What follows belongs to an exercise in optimizing a design on an open flow for small area and a short achievable clock period; a production flow would make more cautious choices. At most, simulation tests tie the RTL to the original design; equivalence was not proved. The clock input has no modelled driver; a real chip could not lean on it and would need a root buffer or a full tree. No activity file was given, so power comes from the tool's default toggle rates.

Setup of v17:
==> flow/design.v (excerpt) <==
module mips_exu (
    input  logic        clk,
    input  logic [31:0] a,
    input  logic [31:0] b,
    input  logic [4:0]  sa,
    input  logic [3:0]  af,
    input  logic        i,
    input  logic [1:0]  sf,
    input  logic [3:0]  bf,
    output logic [31:0] alures,
    output logic        ovfalu,
    output logic [31:0] sures,
    output logic        bcres
);
For scale: ~760 cells after synthesis, ~150 I/O pins, ~7300 µm² of cells after synthesis.
export LEC_CHECK = 0
export CAP_MARGIN = 20
export CORE_MARGIN = 2
export CORE_UTILIZATION = 35
export PLACE_DENSITY = 0.5
export SLEW_MARGIN = 20
export SYNTH_HIERARCHICAL = 1
create_clock -name core_clock -period 14.0 [get_ports {clk}]
standard.sh (not shown) runs the stock make flow with config.mk's settings and CLKGATE_MAP_FILE= SYNTH_SCRIPT=/design/flow/synth_recipe.tcl, a recipe that flattens the netlist after the stock synthesis.
==> flow/flow/run.sh <==
#!/bin/bash
# The standard layout, except that the port buffers are plain buffers
# (sky130_fd_sc_hd__buf_1) instead of the delay cells buffer_ports picks
# by default. Every port still gets its own buffer.
set -euo pipefail
cd "$(dirname "$0")/.."
export BUFFER_PORTS_ARGS="-buffer_cell sky130_fd_sc_hd__buf_1"
bash standard.sh BUFFER_PORTS_ARGS="$BUFFER_PORTS_ARGS" finish > standard_flow.log 2>&1
#### Input delta (v2 over v17)
# v17
export LEC_CHECK = 0
export CAP_MARGIN = 20
export CORE_MARGIN = 2
export CORE_UTILIZATION = 35
export PLACE_DENSITY = 0.5
export SLEW_MARGIN = 20
export SYNTH_HIERARCHICAL = 1
create_clock -name core_clock -period 14.0 [get_ports {clk}]
# v2
export LEC_CHECK = 0
export CAP_MARGIN = 20
export CORE_MARGIN = 2
export CORE_UTILIZATION = 35
export CTS_BUF_LIST = sky130_fd_sc_hd__clkbuf_8
export SLEW_MARGIN = 20
export SYNTH_HIERARCHICAL = 1
create_clock -name core_clock -period 14.0 [get_ports {clk}]
Results
Utilization is lower on v2
Delta (v2 minus v17): post-synth design cell area ~0 delta, met3 track utilization from global routing +0.80 points, final instance area -about 3%, share of power burned in the clock network -9.0 points, area overhead of the layout relative to synthesis -3.6 points.
Comparing v17 and v2, the higher relative contribution of combinational cells to total power was measured on v2.
Fraction of standard cell area in multi-input logic ended up 1.4 points higher on v2 than on v17.
Function was not checked in any run of this note: the RTL went through the layout flow alone.

* * *

== yarrow ==
Another version of the RTL of mips_exu (not shown whole).
Size in the first run: ~760 cells after synthesis, ~150 flip-flops, roughly 150 I/O pins.
clock: 14.0 ns
lec_check: 0
cap_margin: 20
cell_pad_in_sites_detail_placement: 1
core_margin: 2
core_utilization: 35
slew_margin: 20
synth_hierarchical: 1
==> flow/flow/run.sh <==
#!/bin/bash
# The standard layout (standard.sh), except:
# - the port buffers are plain buffers (sky130_fd_sc_hd__buf_1) instead of the
#   delay cells buffer_ports picks by default; every port still gets its own
#   buffer;
# - the clock tree is built by flow/clock_tree.tcl instead of ORFS's CTS: two
#   balanced levels of clkbuf_8 (4 roots on the clock port, 12 leaves), every
#   flip-flop behind the same two stages.
# Each tool's output goes to a log file here: standard_place.log,
# clock_tree.log, standard_finish.log (and ORFS's own logs under orfs/logs/).
set -euo pipefail
cd "$(dirname "$0")/.."
BUF="-buffer_cell sky130_fd_sc_hd__buf_1"
export BUFFER_PORTS_ARGS="$BUF"
bash standard.sh BUFFER_PORTS_ARGS="$BUF" place > standard_place.log 2>&1
RES=orfs/results/$FLOW_PLATFORM/mips_exu/base
LOGD=orfs/logs/$FLOW_PLATFORM/mips_exu/base
RESULTS=$PWD/$RES NLEAF=12 LEAFBUF=sky130_fd_sc_hd__clkbuf_8 NROOT=4 ROOTBUF=sky130_fd_sc_hd__clkbuf_8 \
  LIB=$FLOW_HOME/platforms/$FLOW_PLATFORM/lib/sky130_fd_sc_hd__tt_025C_1v80.lib \
  PLATFORM_DIR=$FLOW_HOME/platforms/$FLOW_PLATFORM \
  openroad -exit flow/clock_tree.tcl > clock_tree.log 2>&1
cp clock_tree.log $LOGD/4_1_cts.log
cp $RES/4_1_cts.odb $RES/4_cts.odb
bash standard.sh BUFFER_PORTS_ARGS="$BUF" finish > standard_finish.log 2>&1
Other scripts of this flow, unchanged in this note and not shown: flow/flow/clock_tree.tcl
### yarrow -> willow
- CORE_UTILIZATION now 45, was 35
## What came out
- yarrow → willow: total power now larger, power density relative to cell area now larger, utilization of the core after routing now larger.
- For the area of all placed cells without fillers, willow came in about 0.8% lower than yarrow did.
- Register-to-register slack, yarrow and willow: smaller value in willow
- Going from yarrow to willow, total iterations of the first detailed-routing run increased by 2 relative to the old numbers; clock slew at the register clock pins of the worst setup and hold paths closely matched the old numbers; average vias per placed instance increased by 0.41 relative to the old numbers.
- Worst slack on hold paths ends up lower on willow.
In every run of this note, the design's own scripts or RTL, not TritonCTS, make the clock network.

## re-timing with driven ports
Ports are ideal in the flow. The routed layouts listed here were re-timed in OpenROAD. Step 1, drivers: a clkbuf_16 drives clk and a buf_2 each remaining input, both assumed. Step 2 moves the port delays by t, midway between the first and last clock arrival at a register: inputs arrive t later, outputs are due t later. That takes back most of the time a late clock gives input paths. Slacks: no drivers / after step 1 / after step 2; pairs: no drivers / after step 1.
run | shift t [ns] | setup WS [ns] | worst hold slack (ns) | worst setup path at the end | worst register clock-pin slew, ns
v17 | 0.465 | 10.295 / 10.249 / 10.461 | 0.492 / 0.492 / 0.492 | register to register | 0.06 / 0.06
v2 | 0.481 | 10.236 / 10.196 / 10.479 | 0.500 / 0.500 / 0.500 | register to register | 0.09 / 0.09
yarrow | 0.366 | 10.417 / 10.330 / 10.525 | 0.529 / 0.529 / 0.529 | register to register | 0.09 / 0.09
willow | 0.378 | 10.384 / 10.293 / 10.412 | 0.487 / 0.487 / 0.487 | register to register | 0.09 / 0.09
After both steps setup and hold are still met in every run listed.
